Background: an optimization exercise with open tools, aiming at small area, a short achievable clock period and few clock cycles. Do not read the settings as production practice. At most, simulation tests tie the RTL to the original design; equivalence was not proved.

raven:
## mv_mul
module mv_mul #(
    parameter SHAPE_M       = 2,
    parameter SHAPE_N       = 8,
    parameter ELEMENT_WIDTH = 9,
    parameter CTRL_C_WIDTH  = 16,
    parameter DEPTH_WARP    = 4
) (
    input  wire                              clk,
    input  wire                              rst_n,
    input  wire [SHAPE_M*SHAPE_N*ELEMENT_WIDTH-1:0]  a_i,
    input  wire [SHAPE_N*ELEMENT_WIDTH-1:0]  b_i,
    input  wire [2:0]                        rm_i,
    input  wire [7:0]                        ctrl_reg_idxw_i,
    input  wire [DEPTH_WARP-1:0]             ctrl_warpid_i,
    input  wire                              in_valid_i,
    output reg                               in_ready_o,
    output reg                               out_valid_o,
    input  wire                              out_ready_i,
    output reg  [SHAPE_M*ELEMENT_WIDTH-1:0]  result_o,
    output reg  [4:0]                        fflags_o
);
==> flow/config.mk <==
export PLATFORM = sky130hd
export DESIGN_NAME = mv_mul
export DESIGN_NICKNAME = mv_mul
export VERILOG_FILES = /design/flow/design.v
export SDC_FILE = /design/flow/constraint.sdc
export NUM_CORES = 4
export LEC_CHECK = 0
export ABC_AREA = 1
export CAP_MARGIN = 20
export CORE_MARGIN = 2
export CORE_UTILIZATION = 40
export SETUP_SLACK_MARGIN = 3
export SLEW_MARGIN = 20
==> flow/constraint.sdc <==
create_clock -name core_clock -period 10.0 [get_ports {clk}]
set_input_delay 2.0000 -clock core_clock [delete_from_list [all_inputs] [get_ports {clk}]]
set_output_delay 2.0000 -clock core_clock [all_outputs]
set_load 0.01 [all_outputs]
run.sh (not shown) runs the stock make flow with config.mk's settings and CLKGATE_MAP_FILE= SYNTH_SCRIPT=/design/flow/synth_recipe.tcl, a recipe that flattens the netlist after the stock synthesis.
Here is what was changed in the inputs of quartz compared with raven.
Settings: SETUP_SLACK_MARGIN changed from 3 to 3.5.
==> run summary <==
Timing, DRC, antenna: 0 failures across raven and quartz. Utilization up 3.9 points in quartz wrt raven. Synthesized cell area came out exactly the same in raven and quartz. Compared with raven, in quartz sequential share of layout area -0.87 points; global-route usage has increased. The iteration count of the initial detailed-routing pass of quartz exceeds that of raven by 1. quartz reports a higher wire length than raven does.
No functional check of the RTL was part of any run of this note.

Another version of the RTL of mv_mul (not shown whole).
Size in the first run: ~1300 cells after synthesis, ~260 I/O pins, about 8200 um^2 of cells after synthesis.
Settings: LEC_CHECK=0, ABC_AREA=1, CAP_MARGIN=20, CORE_MARGIN=2, CORE_UTILIZATION=45, CTS_BUF_LIST=sky130_fd_sc_hd__clkbuf_4 sky130_fd_sc_hd__clkbuf_8, SETUP_SLACK_MARGIN=3.5, SLEW_MARGIN=20; clock period 10.0 ns.
standard.sh (not shown) runs the stock make flow with config.mk's settings and CLKGATE_MAP_FILE= SYNTH_SCRIPT=/design/flow/synth_recipe.tcl, a recipe that flattens the netlist after the stock synthesis.
==> flow/flow/run.sh <==
#!/bin/bash
# The standard layout (the standard.sh: floorplan, power grid, placement,
# CTS, routing) with two changes:
# - synthesis is the standard one (synth_recipe.tcl, same registers and names)
#   except for the combinational mapping: no full-adder extraction, no
#   Kogge-Stone adder map, and ABC script flow/map.abc (logic rewriting, then area-oriented mapping with upsizing)
#   (flow/my_synth.tcl);
# - the buffers that placement puts on every input and output port are the
#   plain sky130 buf_1 instead of the default clkdlybuf4s50 delay cell.
set -euo pipefail
W=$PWD
FLOW_SYNTH_TCL=$W/synth_recipe.tcl bash standard.sh \
  SYNTH_SCRIPT=$W/flow/my_synth.tcl ADDER_MAP_FILE= SYNTH_OPERATIONS_ARGS=-nofsm \
  'BUFFER_PORTS_ARGS=-buffer_cell sky130_fd_sc_hd__buf_1' finish > standard_flow.log 2>&1
==> flow/flow/map.abc <==
strash
dc2
balance
rewrite
refactor
balance
rewrite
rewrite -z
balance
refactor -z
rewrite -z
balance
dc2
balance
rewrite
refactor
balance
rewrite
rewrite -z
balance
refactor -z
rewrite -z
balance
dch -f
map -a {D}
topo
buffer
upsize {D}
dnsize {D}
==> flow/flow/my_synth.tcl <==
# Synthesis script for flow/run.sh: synth_recipe.tcl (the standard synthesis,
# named by FLOW_SYNTH_TCL) with the technology mapping done by flow/map.abc
# instead of ORFS's abc_area/abc_speed script. Registers are untouched: ABC
# only maps the combinational logic.
set map_script [file join [file dirname [file normalize [info script]]] map.abc]
proc abc {args} {
  set i [lsearch -exact $args -script]
  if {$i >= 0} { set args [lreplace $args $i [expr {$i + 1}]] }
  yosys abc -script $::map_script {*}$args
}
source $::env(FLOW_SYNTH_TCL)
The baseline passed the timing, DRC and antenna checks.
Testbench counts at the start, summed over its fixed seeds: cycles 22,536.
Next try:
CORE_UTILIZATION = 40   (was 45)
CTS_BUF_LIST = not set   (was sky130_fd_sc_hd__clkbuf_4 sky130_fd_sc_hd__clkbuf_8)
SETUP_SLACK_MARGIN = 3   (was 3.5)
Wire length rose by a few percent.
Setup slack loses 0.23 ns.
Clock skew is lower by 0.0072 ns.
Worst hold slack is worse by 0.0069 ns.
Synthesized area is unchanged.
Count of clock-buffer cells in the layout rises by 1.

Another version of the RTL of mv_mul (not shown whole).
Size in the first run: ~1300 cells after synthesis, roughly 85 flip-flops, roughly 260 I/O pins, ~8200 um^2 of cells after synthesis.
## mv_mul
module mv_mul #(
    parameter SHAPE_M       = 2,
    parameter SHAPE_N       = 8,
    parameter ELEMENT_WIDTH = 9,
    parameter CTRL_C_WIDTH  = 16,
    parameter DEPTH_WARP    = 4
) (
    input  wire                              clk,
    input  wire                              rst_n,
    input  wire [SHAPE_M*SHAPE_N*ELEMENT_WIDTH-1:0]  a_i,
    input  wire [SHAPE_N*ELEMENT_WIDTH-1:0]  b_i,
    input  wire [2:0]                        rm_i,
    input  wire [7:0]                        ctrl_reg_idxw_i,
    input  wire [DEPTH_WARP-1:0]             ctrl_warpid_i,
    input  wire                              in_valid_i,
    output reg                               in_ready_o,
    output reg                               out_valid_o,
    input  wire                              out_ready_i,
    output reg  [SHAPE_M*ELEMENT_WIDTH-1:0]  result_o,
    output reg  [4:0]                        fflags_o
);
clock: 10.0 ns
lec_check: 0
abc_area: 1
cap_margin: 20
core_margin: 2
core_utilization: 40
setup_slack_margin: 3
slew_margin: 20
Scripts as last shown in full above: flow/flow/run.sh, flow/flow/map.abc, flow/flow/my_synth.tcl
Testbench counts at the start, summed over its fixed seeds: cycles 22,536.
Change:
==> flow/flow/run.sh (replaced) <==
#!/bin/bash
# The standard layout (the standard.sh: standard synthesis, floorplan, power
# grid, placement, CTS, routing), with one change: the buffers that placement
# puts on every input and output port are the plain sky130 buf_1 instead of the
# tool's default pick (a clkdlybuf4s50 delay cell).
set -euo pipefail
bash standard.sh 'BUFFER_PORTS_ARGS=-buffer_cell sky130_fd_sc_hd__buf_1' finish > standard_flow.log 2>&1
removed: flow/flow/map.abc
removed: flow/flow/my_synth.tcl
=> Clock-buffer cell count fell by 1; final cell count grows by 2.2%; design area climbs by 6.3%; global-route usage goes down by 0.70 points; die area rose by 8.7%; utilization is lower by 1.0 points; area after synthesis grows by 9.0%; wire length went up by 6.5%; maximum frequency falls by 3.4%.
Change:
==> flow/flow/run.sh (replaced) <==
#!/bin/bash
# The standard layout (the standard.sh: floorplan, power grid, placement,
# CTS, routing) with two changes:
# - synthesis is the standard one (synth_recipe.tcl, same registers and names)
#   except for the combinational mapping: no full-adder extraction, no
#   Kogge-Stone adder map, and ABC script flow/map.abc (logic rewriting, then area-oriented mapping with upsizing)
#   (flow/my_synth.tcl);
# - the buffers that placement puts on every input and output port are the
#   plain sky130 buf_1 instead of the default clkdlybuf4s50 delay cell.
set -euo pipefail
W=$PWD
FLOW_SYNTH_TCL=$W/synth_recipe.tcl bash standard.sh \
  SYNTH_SCRIPT=$W/flow/my_synth.tcl ADDER_MAP_FILE= SYNTH_OPERATIONS_ARGS=-nofsm \
  'BUFFER_PORTS_ARGS=-buffer_cell sky130_fd_sc_hd__buf_1' finish > standard_flow.log 2>&1
==> flow/flow/map.abc (new file) <==
strash
dc2
balance
rewrite
refactor
balance
rewrite
rewrite -z
balance
refactor -z
rewrite -z
balance
dc2
balance
rewrite
refactor
balance
rewrite
rewrite -z
balance
refactor -z
rewrite -z
balance
dch -f
map -a {D}
topo
buffer
upsize {D}
dnsize {D}
==> flow/flow/my_synth.tcl (new file) <==
# Synthesis script for flow/run.sh: synth_recipe.tcl (the standard synthesis,
# named by FLOW_SYNTH_TCL) with the technology mapping done by flow/map.abc
# instead of ORFS's abc_area/abc_speed script. Registers are untouched: ABC
# only maps the combinational logic.
set map_script [file join [file dirname [file normalize [info script]]] map.abc]
proc abc {args} {
  set i [lsearch -exact $args -script]
  if {$i >= 0} { set args [lreplace $args $i [expr {$i + 1}]] }
  yosys abc -script $::map_script {*}$args
}
source $::env(FLOW_SYNTH_TCL)
- PLACE_DENSITY: unset -> 0.8
Wire length went down by 1.1%. Cell count went down by 2.0%. Flip-flop and latch count does not change. Global-route usage went up by 1.5 points. Synthesized area went down by 8.3%.
Change:
==> flow/run.sh (new file) <==
#!/bin/bash
# synth_recipe.tcl (not shown) runs the flow's synth.tcl, then flattens the netlist and writes it again
# the make line also repeats each setting of config.mk as NAME=value (left out here)
make -C /OpenROAD-flow-scripts/flow DESIGN_CONFIG=/design/flow/config.mk WORK_HOME=/design/flow/orfs CLKGATE_MAP_FILE= SYNTH_SCRIPT=/design/flow/synth_recipe.tcl finish
- CORE_UTILIZATION: 40 -> 50
- PLACE_DENSITY: 0.8 -> unset
removed: flow/flow/run.sh
removed: flow/flow/map.abc
removed: flow/flow/my_synth.tcl
removed: flow/standard.sh
The new run completed without violations; cell area goes up by 21%; setup slack got worse by 200 ps; register-to-register slack gets worse by 200 ps; clock skew came out lower by 3.8 ps.

what the ideal ports hide:
In the flow no input, the clock included, has a driving cell. The finished layouts below were timed again as built, in two steps. Step 1: set_driving_cell puts a clkbuf_16 on clk and a buf_2 on each other input, an assumption about the parent block. Step 2 times the ports against the registers' clock, not the clock port: input delays grow and output delays shrink by t, the midpoint of the rising clock arrivals with the driver on. Three values: ideal ports, drivers, drivers and shift; two values: the first two.
run	t, ns	setup WS [ns]	slew at the worst register clock pin (ns)	worst slew at a driven data input, ns
raven	0.376	3.346 / 3.358 / 2.991	0.07 / 0.07	0.08
quartz	0.374	3.563 / 3.563 / 3.370	0.07 / 0.07	0.09
the first run of note 2	0.366	3.930 / 3.930 / 3.580	0.08 / 0.08	0.10
the second run of note 2	0.367	3.699 / 3.699 / 3.535	0.06 / 0.06	0.09
the first run of note 3	0.378	3.616 / 3.616 / 3.616	0.06 / 0.06	0.09
the second run of note 3	0.362	3.389 / 3.389 / 3.321	0.07 / 0.07	0.06
the third run of note 3	0.365	3.490 / 3.490 / 3.246	0.07 / 0.07	0.10
the fourth run of note 3	0.366	3.293 / 3.293 / 3.098	0.06 / 0.06	0.07
After both steps every run listed still meets setup and hold. For raven, which loses most, drivers alone change the setup slack by +0.012 ns; drivers and shift together by -0.355 ns.
